From an optimization exercise on the open Yosys and OpenROAD flow, aimed at small area; shortcuts taken in it are not production practice.
RTL that was checked went through simulation tests only; none was proved equivalent to the original.
No driver is modelled on the clock port, so clock power and skew are understated where the tree is cut down; a real chip needs a root buffer or a tree.
Power figures rest on the tool's default switching activity, not on a simulated workload.

==> flow/design.v <==
module parking_meter(clk, rst, rst1, rst2, add1, add2, add3, add4, led_seg, a1, a2, a3, a4, val1, val2, val3, val4);
    input clk, rst, rst1, rst2, add1, add2, add3, add4;
    output [6:0] led_seg;
    output a1, a2, a3, a4;
    output [3:0] val1, val2, val3, val4;
    reg [3:0] st;
    wire isadd = st[3];
    wire run   = st[2];
    wire pre   = ~st[3] & st[1];
    wire zst   = ~st[3] & ~st[2] & ~st[1];      
    wire idle  = zst & ~st[0];
    wire expd  = zst & st[0];
    wire tick, zero;
    wire [3:0] d3, d2, d1, d0;
    wire anyadd = add1 | add2 | add3 | add4;
    wire [1:0] k = add1 ? 2'd0 : add2 ? 2'd1 : add3 ? 2'd2 : 2'd3;
    always @(posedge clk) begin
        if (rst) st <= 4'b0000;
        else if (rst1) st <= 4'b0010;
        else if (rst2) st <= 4'b0011;
        else if (anyadd && !isadd) st <= {2'b10, k};
        else if (isadd || pre || (run && !zero)) st <= 4'b0100;
        else if (run) st <= 4'b0001;
        else st <= 4'b0000;
    end
    pm_tick u_tick(.clk(clk), .rst(rst), .load1(pre), .load0(idle), .tick(tick));
    pm_secs u_secs(.clk(clk), .tick(tick), .zst(zst), .pre(pre), .p150(st[0]), .isadd(isadd), .k(st[1:0]),
                   .d3(d3), .d2(d2), .d1(d1), .d0(d0), .zero(zero));
    pm_disp u_disp(.clk(clk), .rst(rst), .expd(expd), .zero(zero), .d3(d3), .d2(d2), .d1(d1), .d0(d0),
                   .led_seg(led_seg), .a1(a1), .a2(a2), .a3(a3), .a4(a4));
    assign val1 = d3;
    assign val2 = d2;
    assign val3 = d1;
    assign val4 = d0;
endmodule
module pm_tick(input clk, input rst, input load1, input load0, output tick);
    reg [6:0] cnt;
    assign tick = (cnt == 7'b1001011);
    always @(posedge clk) begin
        if (rst || tick || load1) cnt <= 7'b0000000;
        else if (load0) cnt <= 7'b1000000;
        else cnt <= {cnt[5:0], ~(cnt[6] ^ cnt[5])};
    end
endmodule
module pm_secs(input clk, input tick, input zst, input pre, input p150, input isadd, input [1:0] k,
               output reg [3:0] d3, output reg [3:0] d2, output reg [3:0] d1, output reg [3:0] d0,
               output zero);
    assign zero = ({d3, d2, d1, d0} == 16'd0);
    reg [3:0] k2, k1;
    always @(*) begin
        case (k)
            2'd0: begin k2 = 4'd0; k1 = 4'd6; end
            2'd1: begin k2 = 4'd1; k1 = 4'd2; end
            2'd2: begin k2 = 4'd1; k1 = 4'd8; end
            default: begin k2 = 4'd3; k1 = 4'd0; end
        endcase
        if (!isadd) begin k2 = 4'd0; k1 = 4'd0; end
    end
    wire [4:0] t1 = d1 + k1;
    wire c1 = t1 > 5'd9;
    wire [3:0] s1 = c1 ? t1 - 5'd10 : t1[3:0];
    wire [4:0] t2 = d2 + k2 + c1;
    wire c2 = t2 > 5'd9;
    wire [3:0] s2 = c2 ? t2 - 5'd10 : t2[3:0];
    wire c3 = c2 && d3 == 4'd9;
    wire [3:0] s3 = c2 ? d3 + 4'd1 : d3;
    wire [15:0] x = pre ? (p150 ? 16'h0150 : 16'h0016) : {s3, s2, s1, d0};
    wire b0 = tick && x[3:0] == 4'd0;
    wire b1 = b0 && x[7:4] == 4'd0;
    wire b2 = b1 && x[11:8] == 4'd0;
    wire [3:0] y0 = !tick ? x[3:0] : (x[3:0] == 4'd0 ? 4'd9 : x[3:0] - 4'd1);
    wire [3:0] y1 = !b0 ? x[7:4] : (x[7:4] == 4'd0 ? 4'd9 : x[7:4] - 4'd1);
    wire [3:0] y2 = !b1 ? x[11:8] : (x[11:8] == 4'd0 ? 4'd9 : x[11:8] - 4'd1);
    wire [3:0] y3 = !b2 ? x[15:12] : x[15:12] - 4'd1;
    always @(posedge clk) begin
        if (zst) {d3, d2, d1, d0} <= 16'd0;
        else if (c3) {d3, d2, d1, d0} <= 16'h9999;
        else {d3, d2, d1, d0} <= {y3, y2, y1, y0};
    end
endmodule
module pm_disp(input clk, input rst, input expd, input zero, input [3:0] d3, input [3:0] d2,
               input [3:0] d1, input [3:0] d0, output [6:0] led_seg, output a1, output a2,
               output a3, output a4);
    reg [5:0] fc;
    reg fclk;
    wire fwrap = (fc == 6'b001001);
    always @(posedge clk) begin
        if (rst || expd || fwrap) fc <= 6'd0;
        else fc <= {fc[4:0], ~(fc[5] ^ fc[4])};
        if (rst) fclk <= 1'b1;
        else if (fwrap) fclk <= ~fclk;
    end
    wire lt180 = (d3 == 4'd0) && ((d2 == 4'd0) || (d2 == 4'd1 && !d1[3]));
    wire nblank = zero ? !fclk : (lt180 && d0[0]);
    reg [1:0] ap;                  
    reg first;                     
    reg blank;
    reg [3:0] dig;                 
    wire [1:0] ap_n = first ? ap : ap + 2'd1;
    wire [3:0] seld = ap_n[1] ? (ap_n[0] ? d0 : d1) : (ap_n[0] ? d2 : d3);
    always @(posedge clk) begin
        if (rst) begin
            ap <= 2'd0;
            first <= 1'b1;
            blank <= 1'b0;
            dig <= 4'd0;
        end else begin
            ap <= ap_n;
            first <= 1'b0;
            blank <= nblank;
            if (!nblank) dig <= seld;
        end
    end
    assign a1 = blank | (ap != 2'd0);
    assign a2 = blank | (ap != 2'd1);
    assign a3 = blank | (ap != 2'd2);
    assign a4 = blank | (ap != 2'd3);
    assign led_seg = (dig == 4'd0) ? 7'b0000001 :
                     (dig == 4'd1) ? 7'b1001111 :
                     (dig == 4'd2) ? 7'b0010010 :
                     (dig == 4'd3) ? 7'b0000110 :
                     (dig == 4'd4) ? 7'b1001100 :
                     (dig == 4'd5) ? 7'b0100100 :
                     (dig == 4'd6) ? 7'b0100000 :
                     (dig == 4'd7) ? 7'b0001111 :
                     (dig == 4'd8) ? 7'b0000000 : 7'b0000100;
endmodule
export LEC_CHECK = 0
export CAP_MARGIN = 20
export CORE_MARGIN = 2
export CORE_UTILIZATION = 70
export SLEW_MARGIN = 20
create_clock -name core_clock -period 60.0 [get_ports {clk}]
standard.sh (not shown) runs the stock make flow with config.mk's settings and CLKGATE_MAP_FILE= SYNTH_SCRIPT=/design/flow/synth_recipe.tcl, a recipe that flattens the netlist after the stock synthesis.
==> flow/flow/run.sh <==
#!/bin/bash
# ORFS layout via the standard.sh, with: an area-oriented ABC script and no adder
# extraction in synthesis (registers untouched), the smallest buffer on each port,
# and a small clock tree without dummy loads.
set -euo pipefail
W=$(pwd)
export FLOW_WORK=$W
export FLOW_ABC_SCRIPT=$W/flow/area.abc
bash standard.sh \
  SYNTH_SCRIPT=$W/flow/synth.tcl \
  BUFFER_PORTS_ARGS="-buffer_cell sky130_fd_sc_hd__buf_1" \
  CTS_ARGS="-sink_clustering_enable -repair_clock_nets -dont_use_dummy_load -buf_list {sky130_fd_sc_hd__clkbuf_8}" \
  finish > standard_flow.log 2>&1
==> flow/flow/area.abc <==
strash
&get -n
&deepsyn -T 120
&put
&get -n
&dch -f
&nf -a
&put
==> flow/flow/synth.tcl <==
# The standard synthesis (synth_recipe.tcl, sourced below) with two changes:
# no half/full-adder extraction, and an area-oriented ABC script of our own.
proc extract_fa {args} { }
proc abc {args} {
  set i [lsearch -exact $args -script]
  if { $i >= 0 } { lset args [expr {$i + 1}] $::env(FLOW_ABC_SCRIPT) }
  set j [lsearch -exact $args -D]
  if { $j >= 0 } { set args [lreplace $args $j [expr {$j + 1}]] }
  yosys abc {*}$args
}
source $::env(FLOW_WORK)/synth_recipe.tcl
Change:
--- a/flow/design.v
+++ b/flow/design.v
@@ -99,29 +99,20 @@
     wire [1:0] ap_n = first ? ap : ap + 2'd1;
     wire [3:0] seld = ap_n[1] ? (ap_n[0] ? d0 : d1) : (ap_n[0] ? d2 : d3);
     always @(posedge clk) begin
-        if (rst) begin
-            ap <= 2'd0;
-            first <= 1'b1;
-            blank <= 1'b0;
-            dig <= 4'd0;
-        end else begin
-            ap <= ap_n;
-            first <= 1'b0;
-            blank <= nblank;
-            if (!nblank) dig <= seld;
-        end
+        ap <= rst ? 2'd0 : ap_n;
+        first <= rst;
+        blank <= nblank;
+        if (!nblank) dig <= seld;
     end
     assign a1 = blank | (ap != 2'd0);
     assign a2 = blank | (ap != 2'd1);
     assign a3 = blank | (ap != 2'd2);
     assign a4 = blank | (ap != 2'd3);
-    assign led_seg = (dig == 4'd0) ? 7'b0000001 :
-                     (dig == 4'd1) ? 7'b1001111 :
-                     (dig == 4'd2) ? 7'b0010010 :
-                     (dig == 4'd3) ? 7'b0000110 :
-                     (dig == 4'd4) ? 7'b1001100 :
-                     (dig == 4'd5) ? 7'b0100100 :
-                     (dig == 4'd6) ? 7'b0100000 :
-                     (dig == 4'd7) ? 7'b0001111 :
-                     (dig == 4'd8) ? 7'b0000000 : 7'b0000100;
+    assign led_seg[0] = (~dig[1] & ~dig[2] & ~dig[3]) | (dig[0] & dig[1] & dig[2]);
+    assign led_seg[1] = (dig[0] & ~dig[2] & ~dig[3]) | (dig[1] & ~dig[2]) | (dig[0] & dig[1]);
+    assign led_seg[2] = dig[0] | (~dig[1] & dig[2]);
+    assign led_seg[3] = (dig[0] & ~dig[1] & ~dig[2] & ~dig[3]) | (~dig[0] & ~dig[1] & dig[2]) | (dig[0] & dig[1] & dig[2]);
+    assign led_seg[4] = ~dig[0] & dig[1] & ~dig[2];
+    assign led_seg[5] = (dig[0] & ~dig[1] & dig[2]) | (~dig[0] & dig[1] & dig[2]);
+    assign led_seg[6] = (dig[0] & ~dig[1] & ~dig[2] & ~dig[3]) | (~dig[0] & ~dig[1] & dig[2]);
 endmodule
Critical path depth fell by 3. Cell count came out lower by a little under a tenth. Wire length falls by a few percent. Global-route usage went down by 0.96 points. Clock power hardly moves. Via count shrinks by a little under a tenth. Final area goes down slightly. Area after synthesis shrinks slightly. Fmax went down slightly. Worst hold slack degrades by 0.0039 ns. Clock-buffer cell count stays the same. Power falls by a few percent. Sequential power came out lower slightly.
The RTL of the first run of this note was laid out without a check of its function.

========
## willow
Another version of the RTL of parking_meter (not shown whole).
For scale: roughly 260 cells after synthesis, about 40 flip-flops, roughly 35 I/O pins, roughly 1900 µm² of cells after synthesis.
// parking_meter
module parking_meter(clk, rst, rst1, rst2, add1, add2, add3, add4, led_seg, a1, a2, a3, a4, val1, val2, val3, val4);
==> module parking_meter, before the edit <==
module parking_meter(clk, rst, rst1, rst2, add1, add2, add3, add4, led_seg, a1, a2, a3, a4, val1, val2, val3, val4);
    input clk, rst, rst1, rst2, add1, add2, add3, add4;
    output [6:0] led_seg;
    output a1, a2, a3, a4;
    output [3:0] val1, val2, val3, val4;
    reg [2:0] st;
    wire isadd = st[2];
    wire pre   = ~st[2] & st[1];
    wire run   = ~st[2] & ~st[1] & st[0];
    wire idle  = ~st[2] & ~st[1] & ~st[0];
    wire tick, zero, cnt0, cnt6;
    wire first = idle & ~cnt6 & ~cnt0;
    wire expd = run & zero & cnt0;
    wire [3:0] d3, d2, d1, d0;
    wire anyadd = add1 | add2 | add3 | add4;
    wire [1:0] k = add1 ? 2'b01 : add2 ? 2'b11 : add3 ? 2'b10 : 2'b00;
    always @(posedge clk) begin
        if (rst) st <= 3'b000;
        else if (rst1) st <= 3'b010;
        else if (rst2) st <= 3'b011;
        else if (anyadd && !isadd) st <= {1'b1, k};
        else if (isadd || pre || (run && !expd)) st <= 3'b001;
        else st <= 3'b000;
    end
    pm_tick u_tick(.clk(clk), .rst(rst), .load1(pre), .load0(idle), .tick(tick), .cnt0(cnt0), .cnt6(cnt6));
    pm_secs u_secs(.clk(clk), .rst(rst), .tick(tick), .pre(pre), .p150(st[0]), .isadd(isadd), .k(st[1:0]),
                   .d3(d3), .d2(d2), .d1(d1), .d0(d0), .zero(zero));
    pm_disp u_disp(.clk(clk), .rst(rst), .first(first), .expd(expd), .zero(zero), .d3(d3), .d2(d2), .d1(d1), .d0(d0),
                   .led_seg(led_seg), .a1(a1), .a2(a2), .a3(a3), .a4(a4));
    assign val1 = d3;
    assign val2 = d2;
    assign val3 = d1;
    assign val4 = d0;
endmodule
==> module pm_secs, before the edit <==
module pm_secs(input clk, input rst, input tick, input pre, input p150, input isadd, input [1:0] k,
               output reg [3:0] d3, output reg [3:0] d2, output reg [3:0] d1, output reg [3:0] d0,
               output zero);
    assign zero = ({d3, d2, d1, d0} == 16'd0);
    reg [3:0] k2, k1;
    always @(*) begin
        case (k)
            2'b01: begin k2 = 4'd0; k1 = 4'd6; end
            2'b11: begin k2 = 4'd1; k1 = 4'd2; end
            2'b10: begin k2 = 4'd1; k1 = 4'd8; end
            default: begin k2 = 4'd3; k1 = 4'd0; end
        endcase
        if (!isadd) begin k2 = 4'd0; k1 = 4'd0; end
    end
    wire bw0 = tick && d0 == 4'd0;
    wire [3:0] y0 = bw0 ? 4'd9 : d0 - {3'd0, tick};
    wire [5:0] r1 = {2'b0, d1} + {2'b0, k1} - {5'b0, bw0};    
    wire bw1 = r1[5];
    wire cy1 = !r1[5] && r1 > 6'd9;
    wire [3:0] y1 = cy1 ? r1[3:0] - 4'd10 : bw1 ? r1[3:0] + 4'd10 : r1[3:0];
    wire [5:0] r2 = {2'b0, d2} + {2'b0, k2} + {5'b0, cy1} - {5'b0, bw1};    
    wire bw2 = r2[5];
    wire cy2 = !r2[5] && r2 > 6'd9;
    wire [3:0] y2 = cy2 ? r2[3:0] - 4'd10 : bw2 ? r2[3:0] + 4'd10 : r2[3:0];
    wire cy3 = cy2 && d3 == 4'd9;
    wire [3:0] y3 = cy2 ? d3 + 4'd1 : bw2 ? d3 - 4'd1 : d3;
    always @(posedge clk) begin
        if (rst) {d3, d2, d1, d0} <= 16'd0;    
        else if (pre) {d3, d2, d1, d0} <= p150 ? (tick ? 16'h0149 : 16'h0150) : (tick ? 16'h0015 : 16'h0016);
        else if (cy3) {d3, d2, d1, d0} <= 16'h9999;
        else {d3, d2, d1, d0} <= {y3, y2, y1, y0};
    end
endmodule
Settings: LEC_CHECK=0, CAP_MARGIN=20, CORE_AREA=2.3 2.72 57.5 57.12, DIE_AREA=0 0 59.88 59.88, SLEW_MARGIN=20; clock period 60.0 ns.
==> flow/flow/run.sh <==
#!/bin/bash
# ORFS layout via the standard.sh, with: several area-oriented ABC scripts (the smallest kept) and no adder
# extraction in synthesis (registers untouched), the smallest buffer on each port,
# and four clock buffers in place of ORFS's clock tree (flow/cts_pre.tcl).
set -euo pipefail
W=$(pwd)
export FLOW_WORK=$W
export PRE_CTS_TCL=$W/flow/cts_pre.tcl
bash standard.sh \
  SYNTH_SCRIPT=$W/flow/synth.tcl \
  BUFFER_PORTS_ARGS="-buffer_cell sky130_fd_sc_hd__buf_1" \
  finish > standard_flow.log 2>&1
Other scripts of this flow, unchanged in this note and not shown: flow/flow/area0.abc, flow/flow/area1.abc, flow/flow/area2.abc, flow/flow/area3.abc, flow/flow/area4.abc, flow/flow/area5.abc, flow/flow/area6.abc, flow/flow/area7.abc, flow/flow/areas10.abc, flow/flow/areas11.abc, flow/flow/areas12.abc, flow/flow/areas13.abc, flow/flow/areas14.abc, flow/flow/areas15.abc, flow/flow/areas6.abc, flow/flow/areas7.abc, flow/flow/areas8.abc, flow/flow/areas9.abc, flow/flow/clkbuf.tcl, flow/flow/cts_pre.tcl, flow/flow/synth.tcl
The final layout from willow, which completed every stage, passed the timing, design-rule and antenna checks at the end of the flow.
[inputs] nickel vs willow
--- a/flow/design.v
+++ b/flow/design.v
@@ -12,9 +12,9 @@
     wire first = idle & ~cnt6 & ~cnt0;
     wire expd = run & zero & cnt0;
     wire [3:0] d3, d2, d1, d0;
     wire anyadd = add1 | add2 | add3 | add4;
-    wire [1:0] k = add1 ? 2'b01 : add2 ? 2'b11 : add3 ? 2'b10 : 2'b00;
+    wire [1:0] k = add1 ? 2'd0 : add2 ? 2'd1 : add3 ? 2'd2 : 2'd3;
     always @(posedge clk) begin
         if (rst) st <= 3'b000;
         else if (rst1) st <= 3'b010;
         else if (rst2) st <= 3'b011;
@@ -49,11 +49,11 @@
     assign zero = ({d3, d2, d1, d0} == 16'd0);
     reg [3:0] k2, k1;
     always @(*) begin
         case (k)
-            2'b01: begin k2 = 4'd0; k1 = 4'd6; end
-            2'b11: begin k2 = 4'd1; k1 = 4'd2; end
-            2'b10: begin k2 = 4'd1; k1 = 4'd8; end
+            2'd0: begin k2 = 4'd0; k1 = 4'd6; end
+            2'd1: begin k2 = 4'd1; k1 = 4'd2; end
+            2'd2: begin k2 = 4'd1; k1 = 4'd8; end
             default: begin k2 = 4'd3; k1 = 4'd0; end
         endcase
         if (!isadd) begin k2 = 4'd0; k1 = 4'd0; end
     end
Results
In the tables for nickel and willow, synthesized area reads higher with willow.
The synthesized-area fraction occupied by ao, oa, aoi and oai cells in nickel was lower than what willow gave.
~same final worst clock skew in nickel and willow
nickel vs willow, area of the multi-input gates went down by 2.6%.
Against willow, nickel comes in 0.32 points lower on share of post-route cells with drive strength above 1.
No run of this note takes its clock network from TritonCTS; it comes from the design's own scripts or RTL.

static timing again, ports no longer ideal:
How much do the figures lean on ideal ports? The routed layouts below were timed once more, with nothing changed but the port constraints. Step 1: set_driving_cell puts a clkbuf_16 on clk and a buf_2 on each other input, an assumption about the parent block. Step 2 also shifts input and output timing later by t, the mid clock arrival at the registers, as if the neighbouring blocks saw the same clock. a / b / c = no drivers / after step 1 / after step 2; a / b = the first two.
run	shift t [ns]	setup slack, ns	clock arrival spread, ns	worst data-port slew with drivers (ns)	pins driven straight from the clock port
the first run of note 1	0.316	46.410 / 46.384 / 46.529	0.012 / 0.013	0.03	1
the second run of note 1	0.312	46.309 / 46.284 / 46.555	0.021 / 0.022	0.03	1
willow	0.194	46.446 / 46.400 / 46.594	0.035 / 0.035	0.03	4
nickel	0.197	46.448 / 46.399 / 46.538	0.033 / 0.033	0.03	4
After both steps every run listed still meets setup and hold.
